This design comes from an exercise in tuning for small area and a short achievable clock period on the open sky130 flow, not from production work.
Where RTL was checked, it was by simulation tests only, not by an equivalence proof against the original.

==> inputs of run Y <==
==> flow/design.v (excerpt) <==
module top_CPU_Design(
    output logic [31:0] topPCOut,
    input logic clk,
    input logic rst,
    input logic [31:0] instr,
    output logic [31:0] dmem_addr,
    output logic [31:0] dmem_wdata,
    output logic dmem_we,
    output logic dmem_re,
    input logic [31:0] dmem_rdata
    );
    logic [5:0] op, funct;
    logic isR, isAddi, isLw, isSw, isBeq, isJ, regWrite;
    logic sub, selMul, selDiv, selAnd, selOr, selXor;
    logic [4:0] wAddr;
    logic [31:0] simm, regA, regB, opB, aluResult, sumOut, wData, divResult;
    logic [31:2] pc, pc4, brTarget, pcNext;
    assign op = instr[31:26];
    assign funct = instr[5:0];
    assign isR = (op == 6'b000000);
    assign isAddi = (op == 6'b001000);
    assign isLw = (op == 6'b100011);
    assign isSw = (op == 6'b101011);
    assign isBeq = (op == 6'b000100);
    assign isJ = (op == 6'b000010);
    assign regWrite = isR | isLw | isAddi;
    assign wAddr = isR ? instr[15:11] : instr[20:16];
    assign sub = isR & (funct == 6'b100010);
    assign selMul = isR & (funct == 6'b010010);
    assign selDiv = isR & (funct == 6'b011010);
    assign selAnd = isR & (funct == 6'b101000);
    assign selOr = isR & (funct == 6'b100101);
    assign selXor = isR & (funct == 6'b100110);
    assign simm = {{16{instr[15]}}, instr[15:0]};
    assign opB = (isAddi | isLw | isSw) ? simm : regB;
    register_files u2(.read_Data_One(regA), .read_Data_Two(regB), .write_Data(wData),
        .read_Reg_One_Addr(instr[25:21]), .read_Reg_Two_Addr(instr[20:16]),
        .write_Addr(wAddr), .write_Ena(regWrite), .write_Div(selDiv),
        .div_Result(divResult), .rst(rst), .clk(clk));
    arithmetic_logic_unit u14(.aluResult(aluResult), .sumOut(sumOut), .divResult(divResult),
        .clk(clk), .opA(regA), .opB(opB),
        .regB(regB), .sub(sub), .selMul(selMul), .selAnd(selAnd),
        .selOr(selOr), .selXor(selXor));
    assign wData = isLw ? dmem_rdata : aluResult;
    assign dmem_addr = sumOut;
    assign dmem_wdata = regB;
    assign dmem_we = isSw;
    assign dmem_re = isLw;
    logic [30:0] incCarry, brCarry;
    assign incCarry[0] = 1'b1;
    assign brCarry[0] = 1'b0;
    for (genvar i = 0; i < 30; i++) begin : g_pcadd
        assign pc4[i+2] = pc[i+2] ^ incCarry[i];
        assign incCarry[i+1] = pc[i+2] & incCarry[i];
        assign brTarget[i+2] = pc4[i+2] ^ simm[i] ^ brCarry[i];
  ...
==> module arithmetic_logic_unit, before the edit <==
module arithmetic_logic_unit(
    output logic [31:0] aluResult,
    output logic [31:0] sumOut,
    output logic [31:0] divResult,
    input logic clk,
    input logic [31:0] opA,
    input logic [31:0] opB,
    input logic [31:0] regB,
    input logic sub,
    input logic selMul,
    input logic selAnd,
    input logic selOr,
    input logic selXor
    );
    logic [31:0] outMult;
    alu_adder u0(.sum(sumOut), .a(opA), .b(opB ^ {32{sub}}), .cin(sub));
    divider u1(.result(divResult), .clk(clk), .divisorIn(regB), .dividendIn(opA));
    multiplier u2(.outMult(outMult), .inpMultA(opA), .inpMultB(regB));
    always_comb begin
        if (selMul) aluResult = outMult;
        else if (selAnd) aluResult = opA & regB;
        else if (selOr) aluResult = opA | regB;
        else if (selXor) aluResult = opA ^ regB;
        else aluResult = sumOut;
    end
endmodule
==> module alu_adder, before the edit <==
module alu_adder(
    output logic [31:0] sum,
    input logic [31:0] a,
    input logic [31:0] b,
    input logic cin
    );
    logic [31:0] g [0:5];
    logic [31:0] p [0:5];
    logic [31:0] p0;
    assign p0 = a ^ b;
    assign g[0] = {a[31:1] & b[31:1], (a[0] & b[0]) | (cin & p0[0])};
    assign p[0] = p0;
    for (genvar l = 0; l < 5; l++) begin : g_lvl
        for (genvar i = 0; i < 32; i++) begin : g_bit
            if (((i >> l) & 1) == 1) begin : g_node
                localparam int J = ((i >> l) << l) - 1;
                assign g[l+1][i] = g[l][i] | (p[l][i] & g[l][J]);
                assign p[l+1][i] = p[l][i] & p[l][J];
            end else begin : g_pass
                assign g[l+1][i] = g[l][i];
                assign p[l+1][i] = p[l][i];
            end
        end
    end
    assign sum = p0 ^ {g[5][30:0], cin};
endmodule
Settings: LEC_CHECK=0, CAP_MARGIN=20, CORE_MARGIN=2, CORE_UTILIZATION=40, SETUP_SLACK_MARGIN=5, SLEW_MARGIN=20; clock period 360.0 ns.
standard.sh (not shown) runs the stock make flow with config.mk's settings and CLKGATE_MAP_FILE= SYNTH_SCRIPT=/design/flow/synth_recipe.tcl, a recipe that flattens the netlist after the stock synthesis.
==> flow/flow/run.sh <==
#!/bin/bash
# The standard layout (standard.sh, the standard flow's own flow and synthesis), with
# two changes: the ports are buffered by buf_2 cells instead of the default
# delay buffers, and clock tree synthesis clusters up to 22 flip-flops per
# clkbuf_16 leaf buffer without dummy loads. ORFS writes each tool's log
# under orfs/logs; standard.log holds make's own output.
set -euo pipefail
export BUFFER_PORTS_ARGS="-buffer_cell sky130_fd_sc_hd__buf_2"
export CTS_ARGS="-sink_clustering_enable -repair_clock_nets -sink_clustering_size 22 -sink_clustering_max_diameter 70 -buf_list sky130_fd_sc_hd__clkbuf_16 -dont_use_dummy_load"
bash standard.sh > standard.log 2>&1
==> run E: changes against run Y <==
--- a/flow/design.v
+++ b/flow/design.v
@@ -8734,7 +8734,7 @@
     input logic selXor
     );
     logic [31:0] outMult;
-    alu_adder u0(.sum(sumOut), .a(opA), .b(opB ^ {32{sub}}), .cin(sub));
+    assign sumOut = opA + (opB ^ {32{sub}}) + {31'd0, sub};
     divider u1(.result(divResult), .clk(clk), .divisorIn(regB), .dividendIn(opA));
     multiplier u2(.outMult(outMult), .inpMultA(opA), .inpMultB(regB));
     always_comb begin
@@ -8745,32 +8745,6 @@
         else aluResult = sumOut;
     end
 endmodule
-module alu_adder(
-    output logic [31:0] sum,
-    input logic [31:0] a,
-    input logic [31:0] b,
-    input logic cin
-    );
-    logic [31:0] g [0:5];
-    logic [31:0] p [0:5];
-    logic [31:0] p0;
-    assign p0 = a ^ b;
-    assign g[0] = {a[31:1] & b[31:1], (a[0] & b[0]) | (cin & p0[0])};
-    assign p[0] = p0;
-    for (genvar l = 0; l < 5; l++) begin : g_lvl
-        for (genvar i = 0; i < 32; i++) begin : g_bit
-            if (((i >> l) & 1) == 1) begin : g_node
-                localparam int J = ((i >> l) << l) - 1;
-                assign g[l+1][i] = g[l][i] | (p[l][i] & g[l][J]);
-                assign p[l+1][i] = p[l][i] & p[l][J];
-            end else begin : g_pass
-                assign g[l+1][i] = g[l][i];
-                assign p[l+1][i] = p[l][i];
-            end
-        end
-    end
-    assign sum = p0 ^ {g[5][30:0], cin};
-endmodule
 `timescale 1ns / 1ps
 module ALU_control(
     output logic [2:0] alu_control_out,
==> flow/flow/run.sh (replaced) <==
#!/bin/bash
# The standard layout, with two changes: the ports are buffered by buf_2
# cells (faster than the default delay buffers), and clock tree synthesis
# uses clkbuf_4/clkbuf_8 cells without dummy loads.
set -euo pipefail
export BUFFER_PORTS_ARGS="-buffer_cell sky130_fd_sc_hd__buf_2"
export CTS_ARGS="-sink_clustering_enable -repair_clock_nets -buf_list {sky130_fd_sc_hd__clkbuf_4 sky130_fd_sc_hd__clkbuf_8} -dont_use_dummy_load"
bash standard.sh > standard.log 2>&1
CORE_UTILIZATION = 55   (was 40)
==> run K: changes against run Y <==
--- a/flow/design.v
+++ b/flow/design.v
@@ -8734,7 +8734,7 @@
     input logic selXor
     );
     logic [31:0] outMult;
-    alu_adder u0(.sum(sumOut), .a(opA), .b(opB ^ {32{sub}}), .cin(sub));
+    assign sumOut = opA + (opB ^ {32{sub}}) + {31'd0, sub};
     divider u1(.result(divResult), .clk(clk), .divisorIn(regB), .dividendIn(opA));
     multiplier u2(.outMult(outMult), .inpMultA(opA), .inpMultB(regB));
     always_comb begin
@@ -8745,32 +8745,6 @@
         else aluResult = sumOut;
     end
 endmodule
-module alu_adder(
-    output logic [31:0] sum,
-    input logic [31:0] a,
-    input logic [31:0] b,
-    input logic cin
-    );
-    logic [31:0] g [0:5];
-    logic [31:0] p [0:5];
-    logic [31:0] p0;
-    assign p0 = a ^ b;
-    assign g[0] = {a[31:1] & b[31:1], (a[0] & b[0]) | (cin & p0[0])};
-    assign p[0] = p0;
-    for (genvar l = 0; l < 5; l++) begin : g_lvl
-        for (genvar i = 0; i < 32; i++) begin : g_bit
-            if (((i >> l) & 1) == 1) begin : g_node
-                localparam int J = ((i >> l) << l) - 1;
-                assign g[l+1][i] = g[l][i] | (p[l][i] & g[l][J]);
-                assign p[l+1][i] = p[l][i] & p[l][J];
-            end else begin : g_pass
-                assign g[l+1][i] = g[l][i];
-                assign p[l+1][i] = p[l][i];
-            end
-        end
-    end
-    assign sum = p0 ^ {g[5][30:0], cin};
-endmodule
 `timescale 1ns / 1ps
 module ALU_control(
     output logic [2:0] alu_control_out,
==> flow/run.sh (new file) <==
#!/bin/bash
# synth_recipe.tcl (not shown) runs the flow's synth.tcl, then flattens the netlist and writes it again
# the make line also repeats each setting of config.mk as NAME=value (left out here)
make -C /OpenROAD-flow-scripts/flow DESIGN_CONFIG=/design/flow/config.mk WORK_HOME=/design/flow/orfs CLKGATE_MAP_FILE= SYNTH_SCRIPT=/design/flow/synth_recipe.tcl finish
CORE_UTILIZATION = 55   (was 40)
CTS_BUF_LIST = sky130_fd_sc_hd__clkbuf_4 sky130_fd_sc_hd__clkbuf_8   (was not set)
removed: flow/flow/run.sh
removed: flow/standard.sh
==> notes.md <==
metric                                                                     run Y                    run K                    run E
Status                                                   complete, no violations  complete, no violations  complete, no violations
Die X                                                                481 microns              410 microns              410 microns
Overall die area                                                    232000 sq um             168000 sq um             168000 sq um
# fillers                                                                  21500                    13400                    13500
Die extent in y                                                      481 microns              410 microns              410 microns
Clock Pin Slew Worst Setup and Hold Paths                                  60 ps                    60 ps                    50 ps
FF-to-FF Start                                                     u14.u1.s_b[2]            u14.u1.s_b[1]            u14.u1.s_b[1]
Hold WS                                                                   471 ps                   470 ps                   459 ps
Relative slew slack                                                        0.135                    0.138                   0.0867
Setup Skew                                                                119 ps                   139 ps                   133 ps
Multi-input comb cells                                                      6584                     6472                     6472
Minimum setup slack among reg-to-reg paths                             229280 ps                230700 ps                230630 ps
Share of the final layout cell area in sequential cells                    0.339                    0.336                    0.344
Top cell type's share of synthesized area                                  0.327                    0.329                    0.329
Only the layout flow was run in run E and run K; the RTL was not checked for function there.

==> what the ideal ports hide <==
How much do the figures lean on ideal ports? The routed layouts below were timed once more, with nothing changed but the port constraints. Step 1: set_driving_cell puts a clkbuf_16 on clk and a buf_2 on each other input, an assumption about the parent block. Step 2 also shifts input and output timing later by t, the mid clock arrival at the registers, as if the neighbouring blocks saw the same clock. a / b / c = ideal / step 1 / step 2; a / b = the first two.
| run | shift t [ns] | setup WS [ns] | worst setup path after step 2 | worst register clock-pin slew, ns |
|---|---|---|---|---|
| run Y | 0.814 | 207.462 / 207.438 / 207.438 | input to output | 0.09 / 0.09 |
| run E | 1.041 | 207.271 / 207.250 / 207.250 | input to output | 0.07 / 0.07 |
| run K | 1.077 | 206.310 / 206.254 / 206.254 | input to output | 0.09 / 0.09 |
After both steps every run listed still meets setup and hold. For run K, which loses most, drivers alone change the setup slack by -0.056 ns; drivers and shift together by -0.056 ns.
